From an optimization exercise on the open Yosys and OpenROAD flow, aimed at small area and a short achievable clock period; shortcuts taken in it are not production practice.
For this run, only the layout was checked, not whether the RTL still works.

===== design.v =====
module iir(
    input clk,
    input rst_n,
    input [31:0] x,
    output reg [31:0] y
    );
reg [31:0] x1, p;
wire s1 = 1'b1 ^ ~y[0] ^ p[2];
wire c2 = (1'b1 & ~y[0]) | (1'b1 & p[2]) | (~y[0] & p[2]);
wire s3 = s1 ^ x[0] ^ x[1];
wire c4 = (s1 & x[0]) | (s1 & x[1]) | (x[0] & x[1]);
wire s5 = ~y[1] ^ p[3] ^ c2;
wire c6 = (~y[1] & p[3]) | (~y[1] & c2) | (p[3] & c2);
wire s7 = s5 ^ x[1] ^ x[2];
wire c8 = (s5 & x[1]) | (s5 & x[2]) | (x[1] & x[2]);
wire s9 = ~y[2] ^ p[4] ^ c6;
wire c10 = (~y[2] & p[4]) | (~y[2] & c6) | (p[4] & c6);
wire s11 = x[2] ^ x[3] ^ s9;
wire c12 = (x[2] & x[3]) | (x[2] & s9) | (x[3] & s9);
wire s13 = ~y[3] ^ p[5] ^ x[3];
wire c14 = (~y[3] & p[5]) | (~y[3] & x[3]) | (p[5] & x[3]);
wire s15 = x[4] ^ c10 ^ s13;
wire c16 = (x[4] & c10) | (x[4] & s13) | (c10 & s13);
wire s17 = ~y[4] ^ p[6] ^ x[4];
wire c18 = (~y[4] & p[6]) | (~y[4] & x[4]) | (p[6] & x[4]);
wire s19 = x[5] ^ c14 ^ s17;
wire c20 = (x[5] & c14) | (x[5] & s17) | (c14 & s17);
wire s21 = ~y[5] ^ p[7] ^ x[5];
wire c22 = (~y[5] & p[7]) | (~y[5] & x[5]) | (p[7] & x[5]);
wire s23 = x[6] ^ c18 ^ s21;
wire c24 = (x[6] & c18) | (x[6] & s21) | (c18 & s21);
wire s25 = ~y[6] ^ p[8] ^ x[6];
wire c26 = (~y[6] & p[8]) | (~y[6] & x[6]) | (p[8] & x[6]);
wire s27 = x[7] ^ c22 ^ s25;
wire c28 = (x[7] & c22) | (x[7] & s25) | (c22 & s25);
wire s29 = ~y[7] ^ p[9] ^ x[7];
wire c30 = (~y[7] & p[9]) | (~y[7] & x[7]) | (p[9] & x[7]);
wire s31 = x[8] ^ c26 ^ s29;
wire c32 = (x[8] & c26) | (x[8] & s29) | (c26 & s29);
wire s33 = ~y[8] ^ p[10] ^ x[8];
wire c34 = (~y[8] & p[10]) | (~y[8] & x[8]) | (p[10] & x[8]);
wire s35 = x[9] ^ c30 ^ s33;
wire c36 = (x[9] & c30) | (x[9] & s33) | (c30 & s33);
wire s37 = ~y[9] ^ p[11] ^ x[9];
wire c38 = (~y[9] & p[11]) | (~y[9] & x[9]) | (p[11] & x[9]);
wire s39 = x[10] ^ c34 ^ s37;
wire c40 = (x[10] & c34) | (x[10] & s37) | (c34 & s37);
wire s41 = ~y[10] ^ p[12] ^ x[10];
wire c42 = (~y[10] & p[12]) | (~y[10] & x[10]) | (p[12] & x[10]);
wire s43 = x[11] ^ c38 ^ s41;
wire c44 = (x[11] & c38) | (x[11] & s41) | (c38 & s41);
wire s45 = ~y[11] ^ p[13] ^ x[11];
wire c46 = (~y[11] & p[13]) | (~y[11] & x[11]) | (p[13] & x[11]);
wire s47 = x[12] ^ c42 ^ s45;
wire c48 = (x[12] & c42) | (x[12] & s45) | (c42 & s45);
wire s49 = ~y[12] ^ p[14] ^ x[12];
wire c50 = (~y[12] & p[14]) | (~y[12] & x[12]) | (p[14] & x[12]);
wire s51 = x[13] ^ c46 ^ s49;
wire c52 = (x[13] & c46) | (x[13] & s49) | (c46 & s49);
wire s53 = ~y[13] ^ p[15] ^ x[13];
wire c54 = (~y[13] & p[15]) | (~y[13] & x[13]) | (p[15] & x[13]);
wire s55 = x[14] ^ c50 ^ s53;
wire c56 = (x[14] & c50) | (x[14] & s53) | (c50 & s53);
wire s57 = ~y[14] ^ p[16] ^ x[14];
wire c58 = (~y[14] & p[16]) | (~y[14] & x[14]) | (p[16] & x[14]);
wire s59 = x[15] ^ c54 ^ s57;
wire c60 = (x[15] & c54) | (x[15] & s57) | (c54 & s57);
wire s61 = ~y[15] ^ p[17] ^ x[15];
wire c62 = (~y[15] & p[17]) | (~y[15] & x[15]) | (p[17] & x[15]);
wire s63 = x[16] ^ c58 ^ s61;
wire c64 = (x[16] & c58) | (x[16] & s61) | (c58 & s61);
wire s65 = ~y[16] ^ p[18] ^ x[16];
wire c66 = (~y[16] & p[18]) | (~y[16] & x[16]) | (p[18] & x[16]);
wire s67 = x[17] ^ c62 ^ s65;
wire c68 = (x[17] & c62) | (x[17] & s65) | (c62 & s65);
wire s69 = ~y[17] ^ p[19] ^ x[17];
wire c70 = (~y[17] & p[19]) | (~y[17] & x[17]) | (p[19] & x[17]);
wire s71 = x[18] ^ c66 ^ s69;
wire c72 = (x[18] & c66) | (x[18] & s69) | (c66 & s69);
wire s73 = ~y[18] ^ p[20] ^ x[18];
wire c74 = (~y[18] & p[20]) | (~y[18] & x[18]) | (p[20] & x[18]);
wire s75 = x[19] ^ c70 ^ s73;
wire c76 = (x[19] & c70) | (x[19] & s73) | (c70 & s73);
wire s77 = ~y[19] ^ p[21] ^ x[19];
wire c78 = (~y[19] & p[21]) | (~y[19] & x[19]) | (p[21] & x[19]);
wire s79 = x[20] ^ c74 ^ s77;
wire c80 = (x[20] & c74) | (x[20] & s77) | (c74 & s77);
wire s81 = ~y[20] ^ p[22] ^ x[20];
wire c82 = (~y[20] & p[22]) | (~y[20] & x[20]) | (p[22] & x[20]);
wire s83 = x[21] ^ c78 ^ s81;
wire c84 = (x[21] & c78) | (x[21] & s81) | (c78 & s81);
wire s85 = ~y[21] ^ p[23] ^ x[21];
wire c86 = (~y[21] & p[23]) | (~y[21] & x[21]) | (p[23] & x[21]);
wire s87 = x[22] ^ c82 ^ s85;
wire c88 = (x[22] & c82) | (x[22] & s85) | (c82 & s85);
wire s89 = ~y[22] ^ p[24] ^ x[22];
wire c90 = (~y[22] & p[24]) | (~y[22] & x[22]) | (p[24] & x[22]);
wire s91 = x[23] ^ c86 ^ s89;
wire c92 = (x[23] & c86) | (x[23] & s89) | (c86 & s89);
wire s93 = ~y[23] ^ p[25] ^ x[23];
wire c94 = (~y[23] & p[25]) | (~y[23] & x[23]) | (p[25] & x[23]);
wire s95 = x[24] ^ c90 ^ s93;
wire c96 = (x[24] & c90) | (x[24] & s93) | (c90 & s93);
wire s97 = ~y[24] ^ p[26] ^ x[24];
wire c98 = (~y[24] & p[26]) | (~y[24] & x[24]) | (p[26] & x[24]);
wire s99 = x[25] ^ c94 ^ s97;
wire c100 = (x[25] & c94) | (x[25] & s97) | (c94 & s97);
wire s101 = ~y[25] ^ p[27] ^ x[25];
wire c102 = (~y[25] & p[27]) | (~y[25] & x[25]) | (p[27] & x[25]);
wire s103 = x[26] ^ c98 ^ s101;
wire c104 = (x[26] & c98) | (x[26] & s101) | (c98 & s101);
wire s105 = ~y[26] ^ p[28] ^ x[26];
wire c106 = (~y[26] & p[28]) | (~y[26] & x[26]) | (p[28] & x[26]);
wire s107 = x[27] ^ c102 ^ s105;
wire c108 = (x[27] & c102) | (x[27] & s105) | (c102 & s105);
wire s109 = ~y[27] ^ p[29] ^ x[27];
wire c110 = (~y[27] & p[29]) | (~y[27] & x[27]) | (p[29] & x[27]);
wire s111 = x[28] ^ c106 ^ s109;
wire c112 = (x[28] & c106) | (x[28] & s109) | (c106 & s109);
wire s113 = ~y[28] ^ p[30] ^ x[28];
wire c114 = (~y[28] & p[30]) | (~y[28] & x[28]) | (p[30] & x[28]);
wire s115 = x[29] ^ c110 ^ s113;
wire c116 = (x[29] & c110) | (x[29] & s113) | (c110 & s113);
wire s117 = ~y[29] ^ p[31] ^ x[29];
wire c118 = (~y[29] & p[31]) | (~y[29] & x[29]) | (p[31] & x[29]);
wire s119 = x[30] ^ c114 ^ s117;
wire c120 = (x[30] & c114) | (x[30] & s117) | (c114 & s117);
wire g121 = p[0] & 1'b0;
wire g122 = p[1] & x[0];
wire g123 = s3 & 1'b0;
wire g124 = c4 & s7;
wire g125 = c8 & s11;
wire g126 = c12 & s15;
wire g127 = c16 & s19;
wire g128 = c20 & s23;
wire g129 = c24 & s27;
wire g130 = c28 & s31;
wire g131 = c32 & s35;
wire g132 = c36 & s39;
wire g133 = c40 & s43;
wire g134 = c44 & s47;
wire g135 = c48 & s51;
wire g136 = c52 & s55;
wire g137 = c56 & s59;
wire g138 = c60 & s63;
wire g139 = c64 & s67;
wire g140 = c68 & s71;
wire g141 = c72 & s75;
wire g142 = c76 & s79;
wire g143 = c80 & s83;
wire g144 = c84 & s87;
wire g145 = c88 & s91;
wire g146 = c92 & s95;
wire g147 = c96 & s99;
wire g148 = c100 & s103;
wire g149 = c104 & s107;
wire g150 = c108 & s111;
wire g151 = c112 & s115;
wire g152 = c116 & s119;
wire p153 = p[0] ^ 1'b0;
wire p154 = p[1] ^ x[0];
wire p155 = s3 ^ 1'b0;
wire p156 = c4 ^ s7;
wire p157 = c8 ^ s11;
wire p158 = c12 ^ s15;
wire p159 = c16 ^ s19;
wire p160 = c20 ^ s23;
wire p161 = c24 ^ s27;
wire p162 = c28 ^ s31;
wire p163 = c32 ^ s35;
wire p164 = c36 ^ s39;
wire p165 = c40 ^ s43;
wire p166 = c44 ^ s47;
wire p167 = c48 ^ s51;
wire p168 = c52 ^ s55;
wire p169 = c56 ^ s59;
wire p170 = c60 ^ s63;
wire p171 = c64 ^ s67;
wire p172 = c68 ^ s71;
wire p173 = c72 ^ s75;
wire p174 = c76 ^ s79;
wire p175 = c80 ^ s83;
wire p176 = c84 ^ s87;
wire p177 = c88 ^ s91;
wire p178 = c92 ^ s95;
wire p179 = c96 ^ s99;
wire p180 = c100 ^ s103;
wire p181 = c104 ^ s107;
wire p182 = c108 ^ s111;
wire p183 = c112 ^ s115;
wire p184 = c116 ^ s119;
wire G185 = g122 | (p154 & g121);
wire P186 = p154 & p153;
wire G187 = g124 | (p156 & g123);
wire P188 = p156 & p155;
wire G189 = g126 | (p158 & g125);
wire P190 = p158 & p157;
wire G191 = g128 | (p160 & g127);
wire P192 = p160 & p159;
wire G193 = g130 | (p162 & g129);
wire P194 = p162 & p161;
wire G195 = g132 | (p164 & g131);
wire P196 = p164 & p163;
wire G197 = g134 | (p166 & g133);
wire P198 = p166 & p165;
wire G199 = g136 | (p168 & g135);
wire P200 = p168 & p167;
wire G201 = g138 | (p170 & g137);
wire P202 = p170 & p169;
wire G203 = g140 | (p172 & g139);
wire P204 = p172 & p171;
wire G205 = g142 | (p174 & g141);
wire P206 = p174 & p173;
wire G207 = g144 | (p176 & g143);
wire P208 = p176 & p175;
wire G209 = g146 | (p178 & g145);
wire P210 = p178 & p177;
wire G211 = g148 | (p180 & g147);
wire P212 = p180 & p179;
wire G213 = g150 | (p182 & g149);
wire P214 = p182 & p181;
wire G215 = g152 | (p184 & g151);
wire P216 = p184 & p183;
wire G217 = G187 | (P188 & G185);
wire P218 = P188 & P186;
wire G219 = G191 | (P192 & G189);
wire P220 = P192 & P190;
wire G221 = G195 | (P196 & G193);
wire P222 = P196 & P194;
wire G223 = G199 | (P200 & G197);
wire P224 = P200 & P198;
wire G225 = G203 | (P204 & G201);
wire P226 = P204 & P202;
wire G227 = G207 | (P208 & G205);
wire P228 = P208 & P206;
wire G229 = G211 | (P212 & G209);
wire P230 = P212 & P210;
wire G231 = G215 | (P216 & G213);
wire P232 = P216 & P214;
wire G233 = G219 | (P220 & G217);
wire P234 = P220 & P218;
wire G235 = G223 | (P224 & G221);
wire P236 = P224 & P222;
wire G237 = G227 | (P228 & G225);
wire P238 = P228 & P226;
wire G239 = G231 | (P232 & G229);
wire P240 = P232 & P230;
wire G241 = G235 | (P236 & G233);
wire P242 = P236 & P234;
wire G243 = G239 | (P240 & G237);
wire P244 = P240 & P238;
wire G245 = G243 | (P244 & G241);
wire P246 = P244 & P242;
wire G247 = G237 | (P238 & G241);
wire P248 = P238 & P242;
wire G249 = G221 | (P222 & G233);
wire P250 = P222 & P234;
wire G251 = G225 | (P226 & G241);
wire P252 = P226 & P242;
wire G253 = G229 | (P230 & G247);
wire P254 = P230 & P248;
wire G255 = G189 | (P190 & G217);
wire P256 = P190 & P218;
wire G257 = G193 | (P194 & G233);
wire P258 = P194 & P234;
wire G259 = G197 | (P198 & G249);
wire P260 = P198 & P250;
wire G261 = G201 | (P202 & G241);
wire P262 = P202 & P242;
wire G263 = G205 | (P206 & G251);
wire P264 = P206 & P252;
wire G265 = G209 | (P210 & G247);
wire P266 = P210 & P248;
wire G267 = G213 | (P214 & G253);
wire P268 = P214 & P254;
wire G269 = g123 | (p155 & G185);
wire P270 = p155 & P186;
wire G271 = g125 | (p157 & G217);
wire P272 = p157 & P218;
wire G273 = g127 | (p159 & G255);
wire P274 = p159 & P256;
wire G275 = g129 | (p161 & G233);
wire P276 = p161 & P234;
wire G277 = g131 | (p163 & G257);
wire P278 = p163 & P258;
wire G279 = g133 | (p165 & G249);
wire P280 = p165 & P250;
wire G281 = g135 | (p167 & G259);
wire P282 = p167 & P260;
wire G283 = g137 | (p169 & G241);
wire P284 = p169 & P242;
wire G285 = g139 | (p171 & G261);
wire P286 = p171 & P262;
wire G287 = g141 | (p173 & G251);
wire P288 = p173 & P252;
wire G289 = g143 | (p175 & G263);
wire P290 = p175 & P264;
wire G291 = g145 | (p177 & G247);
wire P292 = p177 & P248;
wire G293 = g147 | (p179 & G265);
wire P294 = p179 & P266;
wire G295 = g149 | (p181 & G253);
wire P296 = p181 & P254;
wire G297 = g151 | (p183 & G267);
wire P298 = p183 & P268;
wire sum299 = p153 ^ 1'b0;
wire sum300 = p154 ^ g121;
wire sum301 = p155 ^ G185;
wire sum302 = p156 ^ G269;
wire sum303 = p157 ^ G217;
wire sum304 = p158 ^ G271;
wire sum305 = p159 ^ G255;
wire sum306 = p160 ^ G273;
wire sum307 = p161 ^ G233;
wire sum308 = p162 ^ G275;
wire sum309 = p163 ^ G257;
wire sum310 = p164 ^ G277;
wire sum311 = p165 ^ G249;
wire sum312 = p166 ^ G279;
wire sum313 = p167 ^ G259;
wire sum314 = p168 ^ G281;
wire sum315 = p169 ^ G241;
wire sum316 = p170 ^ G283;
wire sum317 = p171 ^ G261;
wire sum318 = p172 ^ G285;
wire sum319 = p173 ^ G251;
wire sum320 = p174 ^ G287;
wire sum321 = p175 ^ G263;
wire sum322 = p176 ^ G289;
wire sum323 = p177 ^ G247;
wire sum324 = p178 ^ G291;
wire sum325 = p179 ^ G265;
wire sum326 = p180 ^ G293;
wire sum327 = p181 ^ G253;
wire sum328 = p182 ^ G295;
wire sum329 = p183 ^ G267;
wire sum330 = p184 ^ G297;
wire s331 = 1'b1 ^ ~y[0] ^ x[0];
wire c332 = (1'b1 & ~y[0]) | (1'b1 & x[0]) | (~y[0] & x[0]);
wire s333 = 1'b1 ^ x1[0] ^ ~y[0];
wire c334 = (1'b1 & x1[0]) | (1'b1 & ~y[0]) | (x1[0] & ~y[0]);
wire s335 = ~y[1] ^ s333 ^ x[1];
wire c336 = (~y[1] & s333) | (~y[1] & x[1]) | (s333 & x[1]);
wire s337 = x1[1] ^ ~y[1] ^ ~y[2];
wire c338 = (x1[1] & ~y[1]) | (x1[1] & ~y[2]) | (~y[1] & ~y[2]);
wire s339 = c334 ^ s337 ^ x[2];
wire c340 = (c334 & s337) | (c334 & x[2]) | (s337 & x[2]);
wire s341 = x1[2] ^ ~y[2] ^ ~y[3];
wire c342 = (x1[2] & ~y[2]) | (x1[2] & ~y[3]) | (~y[2] & ~y[3]);
wire s343 = c338 ^ s341 ^ x[3];
wire c344 = (c338 & s341) | (c338 & x[3]) | (s341 & x[3]);
wire s345 = x1[3] ^ ~y[3] ^ ~y[4];
wire c346 = (x1[3] & ~y[3]) | (x1[3] & ~y[4]) | (~y[3] & ~y[4]);
wire s347 = c342 ^ s345 ^ x[4];
wire c348 = (c342 & s345) | (c342 & x[4]) | (s345 & x[4]);
wire s349 = x1[4] ^ ~y[4] ^ ~y[5];
wire c350 = (x1[4] & ~y[4]) | (x1[4] & ~y[5]) | (~y[4] & ~y[5]);
wire s351 = c346 ^ s349 ^ x[5];
wire c352 = (c346 & s349) | (c346 & x[5]) | (s349 & x[5]);
wire s353 = x1[5] ^ ~y[5] ^ ~y[6];
wire c354 = (x1[5] & ~y[5]) | (x1[5] & ~y[6]) | (~y[5] & ~y[6]);
wire s355 = c350 ^ s353 ^ x[6];
wire c356 = (c350 & s353) | (c350 & x[6]) | (s353 & x[6]);
wire s357 = x1[6] ^ ~y[6] ^ ~y[7];
wire c358 = (x1[6] & ~y[6]) | (x1[6] & ~y[7]) | (~y[6] & ~y[7]);
wire s359 = c354 ^ s357 ^ x[7];
wire c360 = (c354 & s357) | (c354 & x[7]) | (s357 & x[7]);
wire s361 = x1[7] ^ ~y[7] ^ ~y[8];
wire c362 = (x1[7] & ~y[7]) | (x1[7] & ~y[8]) | (~y[7] & ~y[8]);
wire s363 = c358 ^ s361 ^ x[8];
wire c364 = (c358 & s361) | (c358 & x[8]) | (s361 & x[8]);
wire s365 = x1[8] ^ ~y[8] ^ ~y[9];
wire c366 = (x1[8] & ~y[8]) | (x1[8] & ~y[9]) | (~y[8] & ~y[9]);
wire s367 = c362 ^ s365 ^ x[9];
wire c368 = (c362 & s365) | (c362 & x[9]) | (s365 & x[9]);
wire s369 = x1[9] ^ ~y[9] ^ ~y[10];
wire c370 = (x1[9] & ~y[9]) | (x1[9] & ~y[10]) | (~y[9] & ~y[10]);
wire s371 = c366 ^ s369 ^ x[10];
wire c372 = (c366 & s369) | (c366 & x[10]) | (s369 & x[10]);
wire s373 = x1[10] ^ ~y[10] ^ ~y[11];
wire c374 = (x1[10] & ~y[10]) | (x1[10] & ~y[11]) | (~y[10] & ~y[11]);
wire s375 = c370 ^ s373 ^ x[11];
wire c376 = (c370 & s373) | (c370 & x[11]) | (s373 & x[11]);
wire s377 = x1[11] ^ ~y[11] ^ ~y[12];
wire c378 = (x1[11] & ~y[11]) | (x1[11] & ~y[12]) | (~y[11] & ~y[12]);
wire s379 = c374 ^ s377 ^ x[12];
wire c380 = (c374 & s377) | (c374 & x[12]) | (s377 & x[12]);
wire s381 = x1[12] ^ ~y[12] ^ ~y[13];
wire c382 = (x1[12] & ~y[12]) | (x1[12] & ~y[13]) | (~y[12] & ~y[13]);
wire s383 = c378 ^ s381 ^ x[13];
wire c384 = (c378 & s381) | (c378 & x[13]) | (s381 & x[13]);
wire s385 = x1[13] ^ ~y[13] ^ ~y[14];
wire c386 = (x1[13] & ~y[13]) | (x1[13] & ~y[14]) | (~y[13] & ~y[14]);
wire s387 = c382 ^ s385 ^ x[14];
wire c388 = (c382 & s385) | (c382 & x[14]) | (s385 & x[14]);
wire s389 = x1[14] ^ ~y[14] ^ ~y[15];
wire c390 = (x1[14] & ~y[14]) | (x1[14] & ~y[15]) | (~y[14] & ~y[15]);
wire s391 = c386 ^ s389 ^ x[15];
wire c392 = (c386 & s389) | (c386 & x[15]) | (s389 & x[15]);
wire s393 = x1[15] ^ ~y[15] ^ ~y[16];
wire c394 = (x1[15] & ~y[15]) | (x1[15] & ~y[16]) | (~y[15] & ~y[16]);
wire s395 = c390 ^ s393 ^ x[16];
wire c396 = (c390 & s393) | (c390 & x[16]) | (s393 & x[16]);
wire s397 = x1[16] ^ ~y[16] ^ ~y[17];
wire c398 = (x1[16] & ~y[16]) | (x1[16] & ~y[17]) | (~y[16] & ~y[17]);
wire s399 = c394 ^ s397 ^ x[17];
wire c400 = (c394 & s397) | (c394 & x[17]) | (s397 & x[17]);
wire s401 = x1[17] ^ ~y[17] ^ ~y[18];
wire c402 = (x1[17] & ~y[17]) | (x1[17] & ~y[18]) | (~y[17] & ~y[18]);
wire s403 = c398 ^ s401 ^ x[18];
wire c404 = (c398 & s401) | (c398 & x[18]) | (s401 & x[18]);
wire s405 = x1[18] ^ ~y[18] ^ ~y[19];
wire c406 = (x1[18] & ~y[18]) | (x1[18] & ~y[19]) | (~y[18] & ~y[19]);
wire s407 = c402 ^ s405 ^ x[19];
wire c408 = (c402 & s405) | (c402 & x[19]) | (s405 & x[19]);
wire s409 = x1[19] ^ ~y[19] ^ ~y[20];
wire c410 = (x1[19] & ~y[19]) | (x1[19] & ~y[20]) | (~y[19] & ~y[20]);
wire s411 = c406 ^ s409 ^ x[20];
wire c412 = (c406 & s409) | (c406 & x[20]) | (s409 & x[20]);
wire s413 = x1[20] ^ ~y[20] ^ ~y[21];
wire c414 = (x1[20] & ~y[20]) | (x1[20] & ~y[21]) | (~y[20] & ~y[21]);
wire s415 = c410 ^ s413 ^ x[21];
wire c416 = (c410 & s413) | (c410 & x[21]) | (s413 & x[21]);
wire s417 = x1[21] ^ ~y[21] ^ ~y[22];
wire c418 = (x1[21] & ~y[21]) | (x1[21] & ~y[22]) | (~y[21] & ~y[22]);
wire s419 = c414 ^ s417 ^ x[22];
wire c420 = (c414 & s417) | (c414 & x[22]) | (s417 & x[22]);
wire s421 = x1[22] ^ ~y[22] ^ ~y[23];
wire c422 = (x1[22] & ~y[22]) | (x1[22] & ~y[23]) | (~y[22] & ~y[23]);
wire s423 = c418 ^ s421 ^ x[23];
wire c424 = (c418 & s421) | (c418 & x[23]) | (s421 & x[23]);
wire s425 = x1[23] ^ ~y[23] ^ ~y[24];
wire c426 = (x1[23] & ~y[23]) | (x1[23] & ~y[24]) | (~y[23] & ~y[24]);
wire s427 = c422 ^ s425 ^ x[24];
wire c428 = (c422 & s425) | (c422 & x[24]) | (s425 & x[24]);
wire s429 = x1[24] ^ ~y[24] ^ ~y[25];
wire c430 = (x1[24] & ~y[24]) | (x1[24] & ~y[25]) | (~y[24] & ~y[25]);
wire s431 = c426 ^ s429 ^ x[25];
wire c432 = (c426 & s429) | (c426 & x[25]) | (s429 & x[25]);
wire s433 = x1[25] ^ ~y[25] ^ ~y[26];
wire c434 = (x1[25] & ~y[25]) | (x1[25] & ~y[26]) | (~y[25] & ~y[26]);
wire s435 = c430 ^ s433 ^ x[26];
wire c436 = (c430 & s433) | (c430 & x[26]) | (s433 & x[26]);
wire s437 = x1[26] ^ ~y[26] ^ ~y[27];
wire c438 = (x1[26] & ~y[26]) | (x1[26] & ~y[27]) | (~y[26] & ~y[27]);
wire s439 = c434 ^ s437 ^ x[27];
wire c440 = (c434 & s437) | (c434 & x[27]) | (s437 & x[27]);
wire s441 = x1[27] ^ ~y[27] ^ ~y[28];
wire c442 = (x1[27] & ~y[27]) | (x1[27] & ~y[28]) | (~y[27] & ~y[28]);
wire s443 = c438 ^ s441 ^ x[28];
wire c444 = (c438 & s441) | (c438 & x[28]) | (s441 & x[28]);
wire s445 = x1[28] ^ ~y[28] ^ ~y[29];
wire c446 = (x1[28] & ~y[28]) | (x1[28] & ~y[29]) | (~y[28] & ~y[29]);
wire s447 = c442 ^ s445 ^ x[29];
wire c448 = (c442 & s445) | (c442 & x[29]) | (s445 & x[29]);
wire s449 = x1[29] ^ ~y[29] ^ ~y[30];
wire c450 = (x1[29] & ~y[29]) | (x1[29] & ~y[30]) | (~y[29] & ~y[30]);
wire s451 = c446 ^ s449 ^ x[30];
wire c452 = (c446 & s449) | (c446 & x[30]) | (s449 & x[30]);
wire s453 = x1[30] ^ ~y[30] ^ ~y[31];
wire c454 = (x1[30] & ~y[30]) | (x1[30] & ~y[31]) | (~y[30] & ~y[31]);
wire s455 = c450 ^ s453 ^ x[31];
wire c456 = (c450 & s453) | (c450 & x[31]) | (s453 & x[31]);
wire g457 = s331 & 1'b0;
wire g458 = c332 & s335;
wire g459 = c336 & s339;
wire g460 = c340 & s343;
wire g461 = c344 & s347;
wire g462 = c348 & s351;
wire g463 = c352 & s355;
wire g464 = c356 & s359;
wire g465 = c360 & s363;
wire g466 = c364 & s367;
wire g467 = c368 & s371;
wire g468 = c372 & s375;
wire g469 = c376 & s379;
wire g470 = c380 & s383;
wire g471 = c384 & s387;
wire g472 = c388 & s391;
wire g473 = c392 & s395;
wire g474 = c396 & s399;
wire g475 = c400 & s403;
wire g476 = c404 & s407;
wire g477 = c408 & s411;
wire g478 = c412 & s415;
wire g479 = c416 & s419;
wire g480 = c420 & s423;
wire g481 = c424 & s427;
wire g482 = c428 & s431;
wire g483 = c432 & s435;
wire g484 = c436 & s439;
wire g485 = c440 & s443;
wire g486 = c444 & s447;
wire g487 = c448 & s451;
wire g488 = c452 & s455;
wire p489 = s331 ^ 1'b0;
wire p490 = c332 ^ s335;
wire p491 = c336 ^ s339;
wire p492 = c340 ^ s343;
wire p493 = c344 ^ s347;
wire p494 = c348 ^ s351;
wire p495 = c352 ^ s355;
wire p496 = c356 ^ s359;
wire p497 = c360 ^ s363;
wire p498 = c364 ^ s367;
wire p499 = c368 ^ s371;
wire p500 = c372 ^ s375;
wire p501 = c376 ^ s379;
wire p502 = c380 ^ s383;
wire p503 = c384 ^ s387;
wire p504 = c388 ^ s391;
wire p505 = c392 ^ s395;
wire p506 = c396 ^ s399;
wire p507 = c400 ^ s403;
wire p508 = c404 ^ s407;
wire p509 = c408 ^ s411;
wire p510 = c412 ^ s415;
wire p511 = c416 ^ s419;
wire p512 = c420 ^ s423;
wire p513 = c424 ^ s427;
wire p514 = c428 ^ s431;
wire p515 = c432 ^ s435;
wire p516 = c436 ^ s439;
wire p517 = c440 ^ s443;
wire p518 = c444 ^ s447;
wire p519 = c448 ^ s451;
wire p520 = c452 ^ s455;
wire G521 = g458 | (p490 & g457);
wire P522 = p490 & p489;
wire G523 = g460 | (p492 & g459);
wire P524 = p492 & p491;
wire G525 = g462 | (p494 & g461);
wire P526 = p494 & p493;
wire G527 = g464 | (p496 & g463);
wire P528 = p496 & p495;
wire G529 = g466 | (p498 & g465);
wire P530 = p498 & p497;
wire G531 = g468 | (p500 & g467);
wire P532 = p500 & p499;
wire G533 = g470 | (p502 & g469);
wire P534 = p502 & p501;
wire G535 = g472 | (p504 & g471);
wire P536 = p504 & p503;
wire G537 = g474 | (p506 & g473);
wire P538 = p506 & p505;
wire G539 = g476 | (p508 & g475);
wire P540 = p508 & p507;
wire G541 = g478 | (p510 & g477);
wire P542 = p510 & p509;
wire G543 = g480 | (p512 & g479);
wire P544 = p512 & p511;
wire G545 = g482 | (p514 & g481);
wire P546 = p514 & p513;
wire G547 = g484 | (p516 & g483);
wire P548 = p516 & p515;
wire G549 = g486 | (p518 & g485);
wire P550 = p518 & p517;
wire G551 = g488 | (p520 & g487);
wire P552 = p520 & p519;
wire G553 = G523 | (P524 & G521);
wire P554 = P524 & P522;
wire G555 = G527 | (P528 & G525);
wire P556 = P528 & P526;
wire G557 = G531 | (P532 & G529);
wire P558 = P532 & P530;
wire G559 = G535 | (P536 & G533);
wire P560 = P536 & P534;
wire G561 = G539 | (P540 & G537);
wire P562 = P540 & P538;
wire G563 = G543 | (P544 & G541);
wire P564 = P544 & P542;
wire G565 = G547 | (P548 & G545);
wire P566 = P548 & P546;
wire G567 = G551 | (P552 & G549);
wire P568 = P552 & P550;
wire G569 = G555 | (P556 & G553);
wire P570 = P556 & P554;
wire G571 = G559 | (P560 & G557);
wire P572 = P560 & P558;
wire G573 = G563 | (P564 & G561);
wire P574 = P564 & P562;
wire G575 = G567 | (P568 & G565);
wire P576 = P568 & P566;
wire G577 = G571 | (P572 & G569);
wire P578 = P572 & P570;
wire G579 = G575 | (P576 & G573);
wire P580 = P576 & P574;
wire G581 = G579 | (P580 & G577);
wire P582 = P580 & P578;
wire G583 = G573 | (P574 & G577);
wire P584 = P574 & P578;
wire G585 = G557 | (P558 & G569);
wire P586 = P558 & P570;
wire G587 = G561 | (P562 & G577);
wire P588 = P562 & P578;
wire G589 = G565 | (P566 & G583);
wire P590 = P566 & P584;
wire G591 = G525 | (P526 & G553);
wire P592 = P526 & P554;
wire G593 = G529 | (P530 & G569);
wire P594 = P530 & P570;
wire G595 = G533 | (P534 & G585);
wire P596 = P534 & P586;
wire G597 = G537 | (P538 & G577);
wire P598 = P538 & P578;
wire G599 = G541 | (P542 & G587);
wire P600 = P542 & P588;
wire G601 = G545 | (P546 & G583);
wire P602 = P546 & P584;
wire G603 = G549 | (P550 & G589);
wire P604 = P550 & P590;
wire G605 = g459 | (p491 & G521);
wire P606 = p491 & P522;
wire G607 = g461 | (p493 & G553);
wire P608 = p493 & P554;
wire G609 = g463 | (p495 & G591);
wire P610 = p495 & P592;
wire G611 = g465 | (p497 & G569);
wire P612 = p497 & P570;
wire G613 = g467 | (p499 & G593);
wire P614 = p499 & P594;
wire G615 = g469 | (p501 & G585);
wire P616 = p501 & P586;
wire G617 = g471 | (p503 & G595);
wire P618 = p503 & P596;
wire G619 = g473 | (p505 & G577);
wire P620 = p505 & P578;
wire G621 = g475 | (p507 & G597);
wire P622 = p507 & P598;
wire G623 = g477 | (p509 & G587);
wire P624 = p509 & P588;
wire G625 = g479 | (p511 & G599);
wire P626 = p511 & P600;
wire G627 = g481 | (p513 & G583);
wire P628 = p513 & P584;
wire G629 = g483 | (p515 & G601);
wire P630 = p515 & P602;
wire G631 = g485 | (p517 & G589);
wire P632 = p517 & P590;
wire G633 = g487 | (p519 & G603);
wire P634 = p519 & P604;
wire sum635 = p489 ^ 1'b0;
wire sum636 = p490 ^ g457;
wire sum637 = p491 ^ G521;
wire sum638 = p492 ^ G605;
wire sum639 = p493 ^ G553;
wire sum640 = p494 ^ G607;
wire sum641 = p495 ^ G591;
wire sum642 = p496 ^ G609;
wire sum643 = p497 ^ G569;
wire sum644 = p498 ^ G611;
wire sum645 = p499 ^ G593;
wire sum646 = p500 ^ G613;
wire sum647 = p501 ^ G585;
wire sum648 = p502 ^ G615;
wire sum649 = p503 ^ G595;
wire sum650 = p504 ^ G617;
wire sum651 = p505 ^ G577;
wire sum652 = p506 ^ G619;
wire sum653 = p507 ^ G597;
wire sum654 = p508 ^ G621;
wire sum655 = p509 ^ G587;
wire sum656 = p510 ^ G623;
wire sum657 = p511 ^ G599;
wire sum658 = p512 ^ G625;
wire sum659 = p513 ^ G583;
wire sum660 = p514 ^ G627;
wire sum661 = p515 ^ G601;
wire sum662 = p516 ^ G629;
wire sum663 = p517 ^ G589;
wire sum664 = p518 ^ G631;
wire sum665 = p519 ^ G603;
wire sum666 = p520 ^ G633;
wire [31:0] y_next = {sum330, sum329, sum328, sum327, sum326, sum325, sum324, sum323, sum322, sum321, sum320, sum319, sum318, sum317, sum316, sum315, sum314, sum313, sum312, sum311, sum310, sum309, sum308, sum307, sum306, sum305, sum304, sum303, sum302, sum301, sum300, sum299};
wire [31:0] p_next = {sum666, sum665, sum664, sum663, sum662, sum661, sum660, sum659, sum658, sum657, sum656, sum655, sum654, sum653, sum652, sum651, sum650, sum649, sum648, sum647, sum646, sum645, sum644, sum643, sum642, sum641, sum640, sum639, sum638, sum637, sum636, sum635};
always @(posedge clk or negedge rst_n)
begin
    if (!rst_n)
    begin
        x1 <= 32'd0;
        p  <= 32'd0;
        y  <= 32'd0;
    end
    else
    begin
        x1 <= x;
        p  <= p_next;
        y  <= y_next;
    end
end
endmodule

===== run.sh =====
#!/bin/bash
# synth_recipe.tcl (not shown) runs the flow's synth.tcl, then flattens the netlist and writes it again
# the make line also repeats each setting of config.mk as NAME=value (left out here)
make -C /OpenROAD-flow-scripts/flow DESIGN_CONFIG=/design/flow/config.mk WORK_HOME=/design/flow/orfs CLKGATE_MAP_FILE= SYNTH_SCRIPT=/design/flow/synth_recipe.tcl finish

===== config.mk =====
export PLATFORM = sky130hd
export DESIGN_NAME = iir
export DESIGN_NICKNAME = iir
export VERILOG_FILES = /design/flow/design.v
export SDC_FILE = /design/flow/constraint.sdc
export NUM_CORES = 4
export LEC_CHECK = 0
export CAP_MARGIN = 20
export CORE_MARGIN = 2
export CORE_UTILIZATION = 40
export SLEW_MARGIN = 20

===== constraint.sdc =====
create_clock -name core_clock -period 7.5 [get_ports {clk}]
set_input_delay 1.5000 -clock core_clock [delete_from_list [all_inputs] [get_ports {clk}]]
set_output_delay 1.5000 -clock core_clock [all_outputs]
set_load 0.01 [all_outputs]

==> summary.txt <==
-- layer usage --
metal | vias up | global-route usage [%] | routed length, um
li1 | 2098 | - | -
met1 | 2327 | 20.16 | 6120
met2 | 63 | 30.83 | 8042
met3 | 16 | 4.106 | 536
met4 | 0 | 3.832 | 178
met5 | - | 0 | 0
-- cell usage in the layout, fill, tap and decap left out, types with 3 or more instances in the layout --
| cell type | Yosys | final |
|---|---|---|
| nor2b_1 | 3 | 3 |
| fa_1 | 145 | 145 |
| xnor2_1 | 17 | 17 |
| clkbuf_16 | 0 | 9 |
| nand4_1 | 4 | 4 |
| o21ai_1 | 3 | 3 |
| clkdlybuf4s50_1 | 0 | 64 |
| nand2_1 | 13 | 13 |
| nand3_1 | 5 | 5 |
| ha_1 | 61 | 61 |
| nand2b_1 | 5 | 5 |
| a21o_1 | 19 | 19 |
| xor2_1 | 23 | 23 |
| a21oi_1 | 15 | 15 |
| o21ai_0 | 10 | 10 |
| o21bai_1 | 4 | 4 |
| dfrtp_1 | 95 | 95 |
| inv_1 | 192 | 192 |
| nor2_1 | 8 | 8 |
-- kinds of logic (layout without fill, tap and decap cells) --
family | after synthesis | in the layout | share of synthesized area (%)
adder cells (fa/ha/maj) | 206 | 206 | 46.66
buffers and inverters | 192 | 274 | 9.173
flip-flops | 95 | 95 | 30.26
AO/OA/AOI/OAI | 72 | 72 | 6.498
AND/OR/NAND/NOR | 46 | 46 | 2.946
XOR/XNOR | 40 | 40 | 4.459
-- sequential cells by signal, summed over array words and instances (netlist names) --
| register | cells |
|---|---|
| p | 32 |
| y | 32 |
| x1 | 31 |
-- through the flow --
step	util, %	cell area [um^2]	instances
floorplan	-	7856	651
global placement	45.59	8843	982
detailed placement	45.59	8843	982
CTS	47.27	9169	998
global route	47.27	9169	998
finish	47.27	9169	998
-- area by class of cell --
class,count,area share (%)
Clock inverter,3,0.7096
Tap cell,265,3.616
Inverter,192,7.860
Clock buffer,13,2.838
Timing Repair Buffer,66,7.151
Multi-Input combinational cell,364,51.90
Sequential cell,95,25.93
-- cells in the mapped netlist (all sizes together), types with 2 or more instances --
cell type	instances	area, um^2
a211oi	2	15.01
a21o	19	142.6
a21oi	16	83.83
and3	2	13.77
dfrtp	95	2377
fa	145	2903
ha	61	763.2
inv	192	720.7
nand2	13	48.80
nand2b	5	31.28
nand3	5	25.02
nand4	4	25.02
nor2	8	30.03
nor2b	3	18.77
o211a	2	20.02
o211ai	3	27.52
o21a	2	15.01
o21ai	13	65.06
o21bai	4	30.03
o31ai	2	25.02
or2	2	12.51
xnor2	17	148.9
xor2	23	201.4
-- final timing paths --
path                       slack [ns]  cells past startpoint  start      to
min in group asynchronous        1.10                      1  rst_n    y[1]
max                              1.83                     17  x[11]   y[31]
min                              0.36                      0   p[0]    y[0]
max reg2reg                      2.87                     17   y[0]   y[31]
max in group asynchronous        5.21                      2  rst_n  x1[23]
min reg2reg                      0.36                      0   p[0]    y[0]
==> flow_summary.yaml <==
setup_path:
  crit_family: "adder cells"
  crit_path_end_kind: "register"
  crit_slowest_cell: "clkdlybuf4s50_1"
  critical_path_class: "in2reg"
  path_common_cell: "fa_1"
  path_buf_inv: 3
  cp.arrival_ns: 5.94
  max_stage_delay_ns: 0.59
  critPathMaxFanout: 4
  required_ns: 7.77
  crit_chain: "clkdlybuf4s50_1 > inv_1 > fa_1 > inv_1 > fa_1 > ha_1 > a21oi_2 > o21bai_1 > a221o_1 > a311oi_2 > o31ai_2 > a31oi_1 > o21ai_1 > fa_1 > xor2_1 > xnor2_1 > xnor2_1"
  crit_path_start_kind: "input port"
clocking:
  root_buffer: "clkbuf_16"
  cts_tree: "built"
  cts_buffers: 9
  clk_path_buf_depth: 2
  cts_max_level: 3
  cts.sinks: 95
  cts.clk_slew.worst_paths_ns: 0.07
  clk-insertion-delay-late_ns: 0.36
  post_cts_resized: 0
  cts_setup_buffers: 0
  cts_hold_buf: 0
timing:
  setup_viol: 0
  hold_viol_final: 0
  slew_viol_final: 0
  fin_crit_ns: 5.670
  fin_ws_ns: 1.830
  min_period_over_period_pct: 75.60
  rsz0062_at_grt: "no"
  holdWs_ns: 0.3564
  tightestPinTransition_ns: 0.8128
  slew_headroom_pct: 45.81
  fmax_mhz: 176.4
  skew_ns: 0.008671
  fin_setup_tns_ns: 0
die:
  num_rows: 51
  start_util_pct: 40.50
  fp.dieH_um: 144.1
  die_x_um: 144.1
  io_pins: 66
  core_um2: 19400
  die-area_um2: 20780
route:
  antenna_left: 0
  via_per_inst: 4.513
  dr.first_iter.drc_count: 170
  num_vias: 4504
  drc: 0
  wl_per_cell_um: 14.91
  drtPass1Iterations: 6
  wl_mm: 14.88
synth:
  yosysSeqAreaShare_pct: 30.26
  synth-main-ff-cell: "dfrtp_1"
  ys_ff_latch: 95
  ys_types: 40
  synth_area_um2: 7856
  ys_warn_count: 1
  async_reset_ff_share_pct: 100.0
  syn_avg_cell_area_um2: 12.07
  synth_edf_count: 0
  syn_inst: 651
  syn_nets: 891
global_routing:
  grt_pass1_wl_mm: 26.81
  grt_util_all_layers_pct: 16.86
  grt_pass1_vias: 5637
  grt-ovfl-total: 0
  grt_max_degree: 61
  antenna_found_initial: 0
status:
  status: "finished clean"
finish:
  fin_nets: 968
  diodes: 0
  area_growth_pct: 16.71
  num-fill-cells: 1789
  seq_area_um2: 2377
  drive_gt1_share_pct: 3.683
  multi_input_area_um2: 4758
place:
  pre_cts_ws_ns: 1.467
  place.gp.congestion: 0.8290
  hpwl_mm: 12.52
  io_buffers: 65
min_path:
  hp-class: "reg2reg"
flow_run:
  maxCapViolCount: 0

[afterwards: timing with drivers on the ports]
Ports are ideal in the flow. The routed layout listed here was re-timed in OpenROAD.
Step 1 (the two cells are an assumption about what drives the block):
set clk [get_ports {clk}]
set_driving_cell -lib_cell sky130_fd_sc_hd__clkbuf_16 $clk
set_driving_cell -lib_cell sky130_fd_sc_hd__buf_2 [delete_from_list [all_inputs] $clk]
Step 2 moves the port delays by t, midway between the first and last clock arrival at a register: inputs arrive t later, outputs are due t later. That takes back most of the time a late clock gives input paths.
Slacks: ideal / step 1 / step 2; pairs: ideal / step 1.
shift t [ns]: 0.396
slack for setup (ns): 1.830 / 1.844 / 1.448
worst register clock-pin slew, ns: 0.07 / 0.07
worst slew at a driven data input, ns: 0.05
After both steps setup and hold are still met in this run. For this run, drivers alone change the setup slack by +0.014 ns; drivers and shift together by -0.382 ns.
